This design comes from an exercise in tuning for small area on the open sky130 flow, not from production work.
Where RTL was checked, it was by simulation tests only, not by an equivalence proof against the original.
No activity file was given, so power comes from the tool's default toggle rates.

==> flow/design.v (excerpt) <==
module reflet_cpu #(
    parameter wordsize = 16,
    debug_output = 1
    )(
    input clk,
    input reset,
    input enable,
    input [wordsize-1:0] data_in,
    output reg [wordsize-1:0] addr,
    output reg [wordsize-1:0] data_out,
    output write_en,
    output reg quit,  
    output debug,
    input [3:0] interrupt_request,
    output [wordsize-1:0] debug_wr
    );
Settings: LEC_CHECK=0, CAP_MARGIN=20, CORE_MARGIN=2, CORE_UTILIZATION=55, GPL_TIMING_DRIVEN=0, SETUP_SLACK_MARGIN=0.15, SLEW_MARGIN=20; clock period 8.0 ns.
standard.sh (not shown) runs the stock make flow with config.mk's settings and CLKGATE_MAP_FILE= SYNTH_SCRIPT=/design/flow/synth_recipe.tcl, a recipe that flattens the netlist after the stock synthesis.
==> flow/flow/run.sh <==
#!/bin/bash
# The standard layout (standard.sh), changed in three ways:
#  - synthesis is synth_recipe.tcl unchanged except that ABC maps the logic
#    with flow/abc.script, an area-oriented script (registers are mapped
#    before ABC runs, so they are the standard synthesis's);
#  - ports are buffered with sky130_fd_sc_hd__buf_1;
#    placement removes the synthesis buffers as usual;
#  - the clock tree is built with CTS_ARGS below, without dummy loads.
# make's output goes to run.log; each ORFS step keeps its own log under
# orfs/logs/.
set -euo pipefail
cd "$(dirname "$0")/.."
W=$PWD
cat > flow_synth.tcl <<EOT
proc abc {args} {
  set i [lsearch \$args -script]
  if {\$i >= 0} { lset args [expr {\$i + 1}] $W/flow/abc.script }
  yosys abc {*}\$args
}
source $W/synth_recipe.tcl
EOT
sed "s#SYNTH_SCRIPT=[^ ]*#SYNTH_SCRIPT=$W/flow_synth.tcl#" standard.sh > flow_standard.sh
grep -q "SYNTH_SCRIPT=$W/flow_synth.tcl" flow_standard.sh
export BUFFER_PORTS_ARGS="-buffer_cell sky130_fd_sc_hd__buf_1"
export CTS_ARGS="-sink_clustering_enable -repair_clock_nets -dont_use_dummy_load -buf_list sky130_fd_sc_hd__clkbuf_8 -sink_clustering_size 18 -sink_clustering_max_diameter 55"
bash flow_standard.sh > run.log 2>&1
==> flow/flow/abc.script <==
strash
dch
amap
topo
stime -c
Edit:
--- a/flow/flow/run.sh
+++ b/flow/flow/run.sh
@@ -23,4 +23,4 @@
 grep -q "SYNTH_SCRIPT=$W/flow_synth.tcl" flow_standard.sh
 export BUFFER_PORTS_ARGS="-buffer_cell sky130_fd_sc_hd__buf_1"
-export CTS_ARGS="-sink_clustering_enable -repair_clock_nets -dont_use_dummy_load -buf_list sky130_fd_sc_hd__clkbuf_8 -sink_clustering_size 18 -sink_clustering_max_diameter 55"
+export CTS_ARGS="-sink_clustering_enable -repair_clock_nets -dont_use_dummy_load -buf_list sky130_fd_sc_hd__clkbuf_8 -sink_clustering_size 20 -sink_clustering_max_diameter 60"
 bash flow_standard.sh > run.log 2>&1
==> flow/flow/abc.script (replaced) <==
strash
dch
map -a
strash
dch
map -a
strash
dch
map -a
topo
stime -c
- CORE_UTILIZATION: 55 -> 40
- GPL_TIMING_DRIVEN: 0 -> default
What happened: Setup slack is better by 0.42 ns; register-to-register slack gains 0.42 ns; design area goes up by 0.52%; hold slack improves by 0.0092 ns; critical path depth climbs by 10; die area climbs by 39%; non-clock buffer count is higher by 11; clock skew climbs by 0.079 ns; count of clock-buffer cells in the layout came out higher by 1; synthesized cell count went up by 12%.
Edit:
--- a/flow/flow/run.sh
+++ b/flow/flow/run.sh
@@ -23,4 +23,5 @@
 grep -q "SYNTH_SCRIPT=$W/flow_synth.tcl" flow_standard.sh
 export BUFFER_PORTS_ARGS="-buffer_cell sky130_fd_sc_hd__buf_1"
-export CTS_ARGS="-sink_clustering_enable -repair_clock_nets -dont_use_dummy_load -buf_list sky130_fd_sc_hd__clkbuf_8 -sink_clustering_size 20 -sink_clustering_max_diameter 60"
+export GPL_KEEP_OVERFLOW=0
+export CTS_ARGS="-sink_clustering_enable -repair_clock_nets -dont_use_dummy_load -buf_list sky130_fd_sc_hd__clkbuf_8 -sink_clustering_size 18 -sink_clustering_max_diameter 55"
 bash flow_standard.sh > run.log 2>&1
==> flow/flow/abc.script (replaced) <==
strash
dch
amap
topo
stime -c
- CORE_UTILIZATION: 40 -> 55
- utilization grows by 17 points
- design area shrinks slightly
- setup slack is worse by 0.48 ns
- total power shrinks by a little under a tenth
- critical path depth shrinks by 10
- cell count shrinks by about a fifth
Edit:
--- a/flow/flow/run.sh
+++ b/flow/flow/run.sh
@@ -23,5 +23,4 @@
 grep -q "SYNTH_SCRIPT=$W/flow_synth.tcl" flow_standard.sh
 export BUFFER_PORTS_ARGS="-buffer_cell sky130_fd_sc_hd__buf_1"
-export GPL_KEEP_OVERFLOW=0
-export CTS_ARGS="-sink_clustering_enable -repair_clock_nets -dont_use_dummy_load -buf_list sky130_fd_sc_hd__clkbuf_8 -sink_clustering_size 18 -sink_clustering_max_diameter 55"
+export CTS_ARGS="-sink_clustering_enable -repair_clock_nets -dont_use_dummy_load -buf_list sky130_fd_sc_hd__clkbuf_16 -sink_clustering_size 30 -sink_clustering_max_diameter 80"
 bash flow_standard.sh > run.log 2>&1
==> flow/flow/abc.script (replaced) <==
strash
dch
map -a
strash
dch
map -a
strash
dch
map -a
topo
stime -c
- CORE_UTILIZATION: 55 -> 40
What happened:
- worst setup slack gets better by 0.52 ns
- first-iteration DRC count came out lower by 11%
- design area came out higher by about 1.1%

== run 1 ==
reflet_cpu, a different RTL version from the one above (not shown whole).
For scale: about 2000 cells after synthesis, ~74 I/O pins, about 22000 um^2 of cells after synthesis.
Settings: LEC_CHECK=0, CAP_MARGIN=20, CORE_MARGIN=2, CORE_UTILIZATION=55, SETUP_SLACK_MARGIN=0.05, SLEW_MARGIN=20; clock period 8.0 ns.
==> flow/flow/run.sh <==
#!/bin/bash
# The standard layout (standard.sh), changed in three ways:
#  - synthesis is synth_recipe.tcl unchanged except that ABC maps the logic
#    with flow/abc.script, an area-oriented script (registers are mapped
#    before ABC runs, so they are the standard synthesis's);
#  - ports are buffered with sky130_fd_sc_hd__buf_1;
#    placement removes the synthesis buffers as usual;
#  - the clock tree is built with CTS_ARGS below, without dummy loads.
# make's output goes to run.log; each ORFS step keeps its own log under
# orfs/logs/.
set -euo pipefail
cd "$(dirname "$0")/.."
W=$PWD
cat > flow_synth.tcl <<EOT
proc abc {args} {
  set i [lsearch \$args -script]
  if {\$i >= 0} { lset args [expr {\$i + 1}] $W/flow/abc.script }
  yosys abc {*}\$args
}
source $W/synth_recipe.tcl
EOT
sed "s#SYNTH_SCRIPT=[^ ]*#SYNTH_SCRIPT=$W/flow_synth.tcl#" standard.sh > flow_standard.sh
grep -q "SYNTH_SCRIPT=$W/flow_synth.tcl" flow_standard.sh
export BUFFER_PORTS_ARGS="-buffer_cell sky130_fd_sc_hd__buf_1"
export CTS_ARGS="-sink_clustering_enable -repair_clock_nets -dont_use_dummy_load -buf_list sky130_fd_sc_hd__clkbuf_8 -sink_clustering_size 18 -sink_clustering_max_diameter 55"
bash flow_standard.sh > run.log 2>&1
==> flow/flow/abc.script <==
strash
dch
amap
strash
dch
amap
topo
stime -c
Run 1: flow completed, timing, DRC and antenna clean
### run 1 -> run 2
- SETUP_SLACK_MARGIN changed from 0.05 to 0.15
Results
- The final wirelength of run 2 and that of run 1 are within noise of each other.
- Run 1 → run 2: area growth from synthesis to layout level, internal cell power stayed essentially flat.
No functional check of the RTL was part of any run of this note.

-- afterwards: timing with drivers on the ports --
The results above use ideal ports. As a check the final layouts listed here were re-extracted and re-timed, cells and wires unchanged.
Step 1 sets driving cells, clkbuf_16 on the clock port and buf_2 on the other inputs (assumed; they add their load-dependent delay and slew).
Step 2, shift: input delay + t, output delay - t, t = (earliest + latest rising clock arrival at the registers) / 2. This alone moves slack from input paths to output paths.
Slacks: ideal ports / drivers / drivers and shift; pairs: ideal ports / drivers.
run | t (ns) | slack for setup (ns) | pins driven straight from the clock port
the first run of note 1 | 0.685 | 0.411 / 0.411 / 0.411 | 1
the second run of note 1 | 0.694 | 0.829 / 0.829 / 0.829 | 1
the third run of note 1 | 0.675 | 0.349 / 0.349 / 0.349 | 1
the fourth run of note 1 | 0.628 | 0.868 / 0.868 / 0.868 | 1
run 1 | 0.669 | 0.586 / 0.586 / 0.586 | 1
run 2 | 0.668 | 0.688 / 0.688 / 0.688 | 1
After both steps setup and hold are still met in every run listed.
